Source: an optimization exercise on an open RTL-to-GDS flow (aim: a short achievable clock period and few clock cycles). Production flows keep margins and buffers that such runs may drop.
In this exercise RTL edits were held to simulation tests only and were not proved equivalent to the original.
Power and IR drop assume default switching activity.

==> flow/design.v <==
module Adder_N
          #(parameter N = 3)
          (input logic [N-1:0] A, B,
          input logic Ci,
          output logic [N-1:0] S,
          output logic Co, V, Z, Neg);
  assign {Co, S}= A + B + Ci;
  assign Neg = S[N-1] ? 1'b1 : 1'b0;
  assign Z = (S == 0) ? 1'b1 : 1'b0;
  assign V = (~A[N-1] & ~B[N-1] & S[N-1]) | (A[N-1] & B[N-1] & ~S[N-1] );
endmodule
module MUX_2_To_1
						#(parameter N = 8)
						(input logic S,
						input logic [N-1:0] D0, D1,
						output logic [N-1:0] Y);
	always_comb
		begin
			case(S)
				1'b0: Y = D0;
				1'b1: Y = D1;
				default : Y = 0;
			endcase
		end
endmodule
module Plus4(input logic [31:0] PC,
					output logic [31:0] PCP);
	always_comb
		PCP = PC + 4;
endmodule
module PC_Register(input logic clk,reset,
						 input logic [31:0] PCP,
						 output logic [31:0] PC);
	always_ff @(posedge clk)
		begin
			if(reset)
				PC <= 0;
			else
				PC <= PCP;
		end
endmodule
module Extend(input logic [1:0] ImmSrc,
				  input logic [23:0] Instr,
				  output logic [31:0] ExtImm);
	always_comb
		case(ImmSrc)
			2'b00 : ExtImm = {24'b0, Instr[7:0]};
			2'b01 : ExtImm = {20'b0, Instr[11:0]};
			2'b10 : ExtImm = {{6{Instr[23]}}, Instr[23:0], 2'b00};
			default : ExtImm = 32'b0;
		endcase
endmodule
module Register_Bank(input logic Clk, WE3,
							input logic [3:0] A1, A2, A3,
							input logic [31:0] WD3, R15,
							output logic [31:0] RD1, RD2);
	logic [31:0] rf[14:0];
	always_ff @(negedge Clk)
		if(WE3) rf[A3] <= WD3;
	assign RD1 = (A1 == 4'b1111) ? R15 : rf[A1];
	assign RD2 = (A2 == 4'b1111) ? R15 : rf[A2];
endmodule
module ALU(input logic [1:0] ALUControl,
			  input logic [31:0] SrcA, SrcB,
			  output logic [31:0] ALUResult,
			  output logic [3:0] ALUFlags);
	logic [31:0] AddS, SubS;
	logic AddC, AddV, AddZ, AddN, SubC, SubV, SubZ, SubN;
	Adder_N #(32) Add(SrcA, SrcB, 1'b0, AddS, AddC, AddV, AddZ, AddN);
	Adder_N #(32) Sub(SrcA, ~SrcB, 1'b1, SubS, SubC, SubV, SubZ, SubN);
	always_comb
		begin
			case(ALUControl)
				2'b00 : begin
							ALUResult = AddS;
							ALUFlags = {AddN, AddZ, AddC, AddV};
						  end
				2'b01 : begin
							ALUResult = SubS;
							ALUFlags = {SubN, SubZ, SubC, SubV};
						  end
				2'b10 : begin
							ALUResult = SrcA & SrcB;
							ALUFlags = {ALUResult[31], (ALUResult == 32'b0), 2'b00};
						  end
				2'b11 : begin
							ALUResult = SrcA | SrcB;
							ALUFlags = {ALUResult[31], (ALUResult == 32'b0), 2'b00};
						  end
				default : begin
								ALUResult = 32'b0;
								ALUFlags = 4'b0;
							 end
			endcase
		end
endmodule
module ALU_Decoder(input logic ALUOp,
						 input logic [4:0] Funct,
						 output logic NoWrite,
						 output logic [1:0] FlagW, ALUControl);
	logic [3:0] Cmd;
	assign Cmd = Funct[4:1];
	logic S;
	assign S = Funct[0];
	always_comb
		begin
			if(~ALUOp)
				begin
					ALUControl = 2'b00;
					FlagW = 2'b00;
					NoWrite = 1'b0;
				end
			else
				begin
					case(Cmd)
						4'b0100 : begin
										NoWrite = 1'b0;
										ALUControl = 2'b00;
										if(~S) FlagW = 2'b00;
										else FlagW = 2'b11;
									 end
						4'b0010 : begin
										NoWrite = 1'b0;
										ALUControl = 2'b01;
										if(~S) FlagW = 2'b00;
										else FlagW = 2'b11;
									 end
						4'b0000 : begin
										NoWrite = 1'b0;
										ALUControl = 2'b10;
										if(~S) FlagW = 2'b00;
										else FlagW = 2'b10;
									 end
						4'b1100 : begin
										NoWrite = 1'b0;
										ALUControl = 2'b11;
										if(~S) FlagW = 2'b00;
										else FlagW = 2'b10;
									 end
						4'b1010 : begin
										NoWrite = 1'b1;
										ALUControl = 2'b01;
										if(S) FlagW = 2'b11;
										else FlagW = 2'bXX;
									 end
						default : begin
										NoWrite = 1'bx;
										ALUControl = 2'bXX;
										FlagW = 2'bXX;
									 end
					endcase
				end
		end
endmodule		
module Decoder(input logic [1:0] Op,
				   input logic [5:0] Funct,
					input logic [3:0] Rd,
					output logic PCS, RegW, MemW, MemToReg, ALUSrc, NoWrite,
					output logic [1:0] ImmSrc, RegSrc, ALUControl, FlagW);
	logic ALUOp;
	assign MemToReg = ~Op[1] & Op[0] & Funct[0];
	assign MemW = ~Op[1] & Op[0] & ~Funct[0];
	assign ALUSrc = ~(~Op[0] & ~Op[1] & ~Funct[5]);
	assign RegW = ~((~Op[1] & Op[0] & ~Funct[0]) | (Op[1] & ~Op[0]));
	assign ALUOp = ~Op[0] & ~Op[1];
	assign PCS = (((Rd == 15) & RegW) | (Op[1] & ~Op[0]));
	always_comb
		begin
			case(Op)
				2'b00 : if(~Funct[5])
								begin
									ImmSrc = 2'bXX;
									RegSrc = 2'b00;
								end
						  else
								begin
									ImmSrc = 2'b00;
									RegSrc = 2'bX0;
								end
				2'b01 : begin 
							  ImmSrc = 2'b01;
							  if(~Funct[0]) RegSrc = 2'b10;
							  else RegSrc = 2'bX0;
						  end
				2'b10 : begin
								ImmSrc = 2'b10;
								RegSrc = 2'bX1;
						  end
				default:
						begin
							ImmSrc = 2'bXX;
							RegSrc = 2'bXX;
						end
			endcase
		end
	ALU_Decoder ALUDeco(ALUOp, Funct[4:0], NoWrite, FlagW, ALUControl);
endmodule
module Conditional_Logic(input logic [3:0] Cond, ALUFlags,
								 input logic [1:0] FlagW,
								 input logic Clk, Reset, PCS, RegW, MemW, NoWrite,
								 output logic PCSrc, RegWrite, MemWrite);
	logic [3:0] Flags;
	logic [1:0] FlagWrite;
	logic CondEx;
	assign PCSrc = PCS & CondEx;
	assign RegWrite = (RegW) & (CondEx) & (~NoWrite);
	assign MemWrite = MemW & CondEx;
	assign FlagWrite = FlagW & {2{CondEx}};
	logic N, Z, C, V;
	assign {N, Z, C, V} = Flags;
	always_comb
		begin
			case(Cond)
				4'b0000 : CondEx = Z;
				4'b0001 : CondEx = ~Z;
				4'b0010 : CondEx = C;
				4'b0011 : CondEx = ~C;
				4'b0100 : CondEx = N;
				4'b0101 : CondEx = ~N;
				4'b0110 : CondEx = V;
				4'b0111 : CondEx = ~V;
				4'b1000 : CondEx = ~Z & C;
				4'b1001 : CondEx = Z | ~C;
				4'b1010 : CondEx = ~(N ^ V);
				4'b1011 : CondEx = (N ^ V);
				4'b1100 : CondEx = ~Z & (~(N ^ V));
				4'b1101 : CondEx = Z | (N ^ V);
				4'b1110 : CondEx = 1'b1;
				default : CondEx = 1'bX;
			endcase
		end
	always_ff @(negedge Clk)
		begin
			if(!Reset)
				begin
					if(FlagWrite[0]) Flags[1:0] <= ALUFlags[1:0];
					if(FlagWrite[1]) Flags[3:2] <= ALUFlags[3:2];
				end
			else Flags <= 4'b0;	
		end
endmodule
module Control_Unit(input logic [3:0] Cond, ALUFlags, Rd,
						  input logic [5:0] Funct,
						  input logic [1:0] Op,
						  input logic Clk, Reset,
						  output logic [1:0] ImmSrc, RegSrc, ALUControl,
						  output logic PCSrc, RegWrite, MemWrite, MemToReg, ALUSrc);
	logic PCS, RegW, MemW, NoWrite;
	logic [1:0] FlagW;
	Decoder Main_Decoder(Op, Funct, Rd, PCS, RegW, MemW, MemToReg, ALUSrc, NoWrite, ImmSrc, RegSrc, ALUControl, FlagW);
	Conditional_Logic Cond_Logic(Cond, ALUFlags, FlagW, Clk, Reset, PCS, RegW, MemW, NoWrite, PCSrc, RegWrite, MemWrite);
endmodule
module Datapath(input logic Clk, Reset, RegWrite, ALUSrc, MemToReg, PCSrc,
					 input logic [1:0] RegSrc, ImmSrc, ALUControl,
					 input logic [31:0] Instr, ReadData,
					 output logic [3:0] ALUFlags,
					 output logic [31:0] PC, ALUResult, WriteData);
	logic [31:0] PCP, PCP4, PCP8, Result, ExtImm, SrcB, SrcA;
	logic [3:0] RA1, RA2, RD1, RD2;
	Plus4 PCPlus4(PC, PCP4);
	Plus4 PCPlus8(PCP4, PCP8);
	MUX_2_To_1 #(32) PCMux(PCSrc, PCP4, Result, PCP);
	PC_Register PCReg(Clk, Reset, PCP, PC);
	MUX_2_To_1 #(4) RA1Mux(RegSrc[0], Instr[19:16], 4'b1111, RA1);
	MUX_2_To_1 #(4) RA2Mux(RegSrc[1], Instr[3:0], Instr[15:12], RA2);
	Extend Ext(ImmSrc, Instr[23:0], ExtImm);
	MUX_2_To_1 #(32) SrcBMux(ALUSrc, WriteData, ExtImm, SrcB);
	ALU alu(ALUControl, SrcA, SrcB, ALUResult, ALUFlags);
	MUX_2_To_1 #(32) ResultMux(MemToReg, ALUResult, ReadData, Result);
	Register_Bank RegBank(Clk, RegWrite, RA1, RA2, Instr[15:12], Result, PCP8, SrcA, WriteData);
endmodule
module ARM_Processor(input logic Clk, Reset,
							input logic [31:0] Instr, ReadData,
							output logic [31:0] PC, WriteData, ALUResult,
							output logic MemWrite);
	logic RegWrite, ALUSrc, MemToReg, PCSrc;
	logic [1:0] RegSrc, ImmSrc, ALUControl;
	logic [3:0] ALUFlags;
	Datapath Path(Clk, Reset, RegWrite, ALUSrc, MemToReg, PCSrc, RegSrc, ImmSrc, ALUControl, Instr, ReadData, ALUFlags, PC, ALUResult, WriteData);
	Control_Unit Control(Instr[31:28], ALUFlags, Instr[15:12], Instr[25:20], Instr[27:26], Clk, Reset, ImmSrc, RegSrc, ALUControl, PCSrc, RegWrite, MemWrite, MemToReg, ALUSrc);
endmodule
==> flow/run.sh <==
#!/bin/bash
# synth_recipe.tcl (not shown) runs the flow's synth.tcl, then flattens the netlist and writes it again
# the make line also repeats each setting of config.mk as NAME=value (left out here)
make -C /OpenROAD-flow-scripts/flow DESIGN_CONFIG=/design/flow/config.mk WORK_HOME=/design/flow/orfs CLKGATE_MAP_FILE= SYNTH_SCRIPT=/design/flow/synth_recipe.tcl finish
==> flow/config.mk <==
export PLATFORM = sky130hd
export DESIGN_NAME = ARM_Processor
export DESIGN_NICKNAME = ARM_Processor
export VERILOG_FILES = /design/flow/design.v
export SDC_FILE = /design/flow/constraint.sdc
export NUM_CORES = 4
export LEC_CHECK = 0
export CAP_MARGIN = 20
export CORE_MARGIN = 2
export CORE_UTILIZATION = 40
export SLEW_MARGIN = 20
==> flow/constraint.sdc <==
create_clock -name core_clock -period 25.0 [get_ports {Clk}]
set_input_delay 5.0000 -clock core_clock [delete_from_list [all_inputs] [get_ports {Clk}]]
set_output_delay 5.0000 -clock core_clock [all_outputs]
set_load 0.01 [all_outputs]
==> results.sh <==
export IMPL_status="complete, no violations"
export IMPL_synth_net_count=3400
export IMPL_syn_cell_area_um2=33300
export IMPL_drc=0
export IMPL_power_w=0.00342
export IMPL_cts_buffers=58
export IMPL_yosysSeqAreaShare=0.454
export IMPL_die_x_um=293
export IMPL_final_common_cell="inv_1"
export IMPL_nets=4177
export IMPL_utilization=0.509
export IMPL_cpMostUsedCell="buf_4"
export IMPL_async_flop_share=0
export IMPL_cp_start_kind="primary input"
export IMPL_setup_viol=0
export IMPL_crit_fanout=21
export IMPL_start_util=0.405
export IMPL_hpwl_um=109000
export IMPL_yosysWarnings=10
export IMPL_io_buffers=162
export IMPL_dieHeight_um=293
export IMPL_critPathArrivalTime_ns=12.19
export IMPL_dieArea_um2=85600
export IMPL_wl_um=154000
export IMPL_postCtsSetupRepairBufs=0
export IMPL_viasPerCell=6.28
export IMPL_wl_per_cell_um=30.1
export IMPL_cp_slowest_cell="nor2_1"
export IMPL_crit_required_ns=12.81
export IMPL_cts_sinks=516
export IMPL_grt_first_pass_wirelength_um=217000
export IMPL_rsz0062_at_grt="no"
export IMPL_clock_latency_ns=0.70
export IMPL_max_stage_delay_ns=0.88
export IMPL_postRouteAntennaNets=0
export IMPL_reg2reg_depth=24
export IMPL_fill_cells=7561
export IMPL_overflow=0
export IMPL_row_count=105
export IMPL_final_cell_mix="inv_1 (614), edfxtp_1 (480), nand2_1 (387)"
export IMPL_slew_headroom=0.211
export IMPL_gp_congestion=1.12
export IMPL_grt_max_degree=63
export IMPL_whs_path_depth=2
export IMPL_syn_inst=3229
export IMPL_core_um2=82200
export IMPL_cts_max_path_buffers=3
export IMPL_holdCritPathClass="reg2reg"
export IMPL_cts_hold_buffers_added=0
export IMPL_num_vias=32200
export IMPL_worstMarginPinSlew_ns=1.18
export IMPL_htreeDepth=2
export IMPL_synth_avg_cell_area_um2=10.3
export IMPL_dr_pass1_iters=7
export IMPL_cts_root_buf="clkbuf_16"
export IMPL_worstPathCellList="clkdlybuf4s50_1, inv_1, ha_1, buf_4, mux2i_4, buf_4, nor2_1, nand3_1, buf_4, buf_4, o21ai_0, a222oi_1, buf_4, ha_1, nor4_1, o21ai_0, nand3_1, o21bai_1, a21oi_1, a21oi_1, xnor2_1, a221o_1, nor2_1, nor2_1"
export IMPL_cap_violations=0
export IMPL_grt_usage=0.352
export IMPL_leakagePower_nw=16.9
export IMPL_cts_clk_slew_worst_paths_ns=0.03
export IMPL_cts_tree="built"
export IMPL_slew_violations=0
export IMPL_synth_edf_count=480
export IMPL_seq_area_um2=15100
export IMPL_drt_iter0_drc=4299
export IMPL_finalHoldViolCount=0
export IMPL_grt_pass1_vias=31400
export IMPL_synth_ff_type="edfxtp_1"
export IMPL_max_vdd_ir_drop_mv=0.0723
export IMPL_ios=163
export IMPL_syn2layout_area_growth_pct=25.8
export IMPL_antenna_found_initial=5
export IMPL_synth_seq_cells=516
export IMPL_drive_gt1_frac=0.164
export IMPL_ys_types=101
export IMPL_critical_path_class="in2reg"
export IMPL_power_density_nw_per_um2=81.7
export IMPL_cts_resized=0
export IMPL_multiInputGateArea_um2=17100
export IMPL_cp_end_kind="flop"
export IMPL_tns_ns=0
export IMPL_fin_skew_ns=0.0773
==> cells in the mapped netlist, types with 11 or more instances <==
master | n | area (um^2)
dfxtp_1 | 36 | 721
mux2i_1 | 88 | 881
ha_1 | 103 | 1290
a22oi_1 | 11 | 82.6
nand2b_1 | 21 | 131
a311oi_1 | 24 | 210
xnor2_1 | 61 | 534
a31oi_1 | 92 | 576
nor2b_1 | 49 | 307
o21ai_0 | 220 | 1100
o211ai_1 | 24 | 180
clkbuf_1 | 188 | 706
xor2_1 | 27 | 236
mux4_2 | 101 | 2270
and2_1 | 18 | 113
nor2_1 | 222 | 833
edfxtp_1 | 480 | 14400
nand3_1 | 59 | 295
or3_1 | 29 | 181
and3_1 | 13 | 81.3
nand4_1 | 28 | 175
a21oi_1 | 190 | 951
nor3_1 | 57 | 285
a21o_1 | 23 | 173
inv_1 | 118 | 443
mux2_2 | 83 | 935
buf_2 | 16 | 80.1
a221oi_1 | 22 | 193
o22ai_1 | 36 | 225
o21a_1 | 35 | 263
nor4_1 | 36 | 225
a211oi_1 | 75 | 563
nand2_1 | 388 | 1460
o221ai_1 | 21 | 184
buf_1 | 21 | 78.8
o31ai_1 | 22 | 165
or2_2 | 12 | 75.1
==> worst paths after layout <==
path,start,to,slack (ns)
hold / removal,Control.Cond_Logic.Flags[3],Control.Cond_Logic.Flags[3],0.58
hold reg to reg,Control.Cond_Logic.Flags[3],Control.Cond_Logic.Flags[3],0.58
setup reg to reg,Path.PCReg.PC[2],Control.Cond_Logic.Flags[2],4.65
setup / recovery,Instr[27],Path.RegBank.rf[5][28],0.62
==> area by class of cell <==
type,count,area share
flip-flops and latches,516,0.361
inverters,118,0.0106
clock buffers,60,0.0358
well taps,1070,0.0320
multi-input cells,2364,0.407
clock inverters,531,0.0560
repair buffers,464,0.0970
diodes,3,0.000179
==> registers in the layout, summed over array words and instances, names as in the netlist <==
name and flops:
Control.Cond_Logic.Flags 4, Path.PCReg.PC 32, Path.RegBank.rf 480
==> critical path: cells and delay by family <==
family,cells,cell delay (ns)
fa+ha+maj,2,0.78
compound gates,7,1.62
simple gates,6,1.98
xor+xnor,1,0.22
buf+inv,7,1.92
mux,1,0.63
==> per-layer routing <==
layer / up-vias / global-route usage / wire, um
met4: 4 / 0.246 / 11300
met2: 2184 / 0.544 / 69600
met5: - / 0 / 26
met1: 15700 / 0.433 / 56800
met3: 467 / 0.0853 / 16700
li1: 13900 / - / -
==> power breakdown <==
| part | total (W) | internal, W | switching [W] |
|---|---|---|---|
| sequential | 0.00108 | 0.00106 | 0.0000209 |
| combinational | 0.00114 | 0.000404 | 0.000735 |
| clock | 0.00121 | 0.000627 | 0.000581 |
==> cell families (layout without fill, tap and decap cells) <==
family,count (synthesis),in the layout,share of synthesized area
mux,272,272,0.123
other cells,0,3,0
buf+inv,349,1173,0.0408
simple gates,990,990,0.141
fa+ha+maj,105,105,0.0399
compound gates,907,907,0.177
xor+xnor,90,90,0.0241
flops,516,516,0.454
==> metrics by stage <==
step | instances | cell area (um^2) | hold WS [ns] | setup slack (ns)
final | 5126 | 41900 | 0.577 | 0.615
after global placement | 4533 | 38000 | 0.557 | 0.223
after detailed placement | 4533 | 38000 | 0.572 | 0.0854
after CTS | 5123 | 41900 | 0.585 | 0.792
after global routing | 5124 | 41900 | 0.637 | 0.280
after floorplan | 3229 | 33300 | 0.504 | 1.81
Testbench counts, summed over its fixed seeds: cycles 92,970.
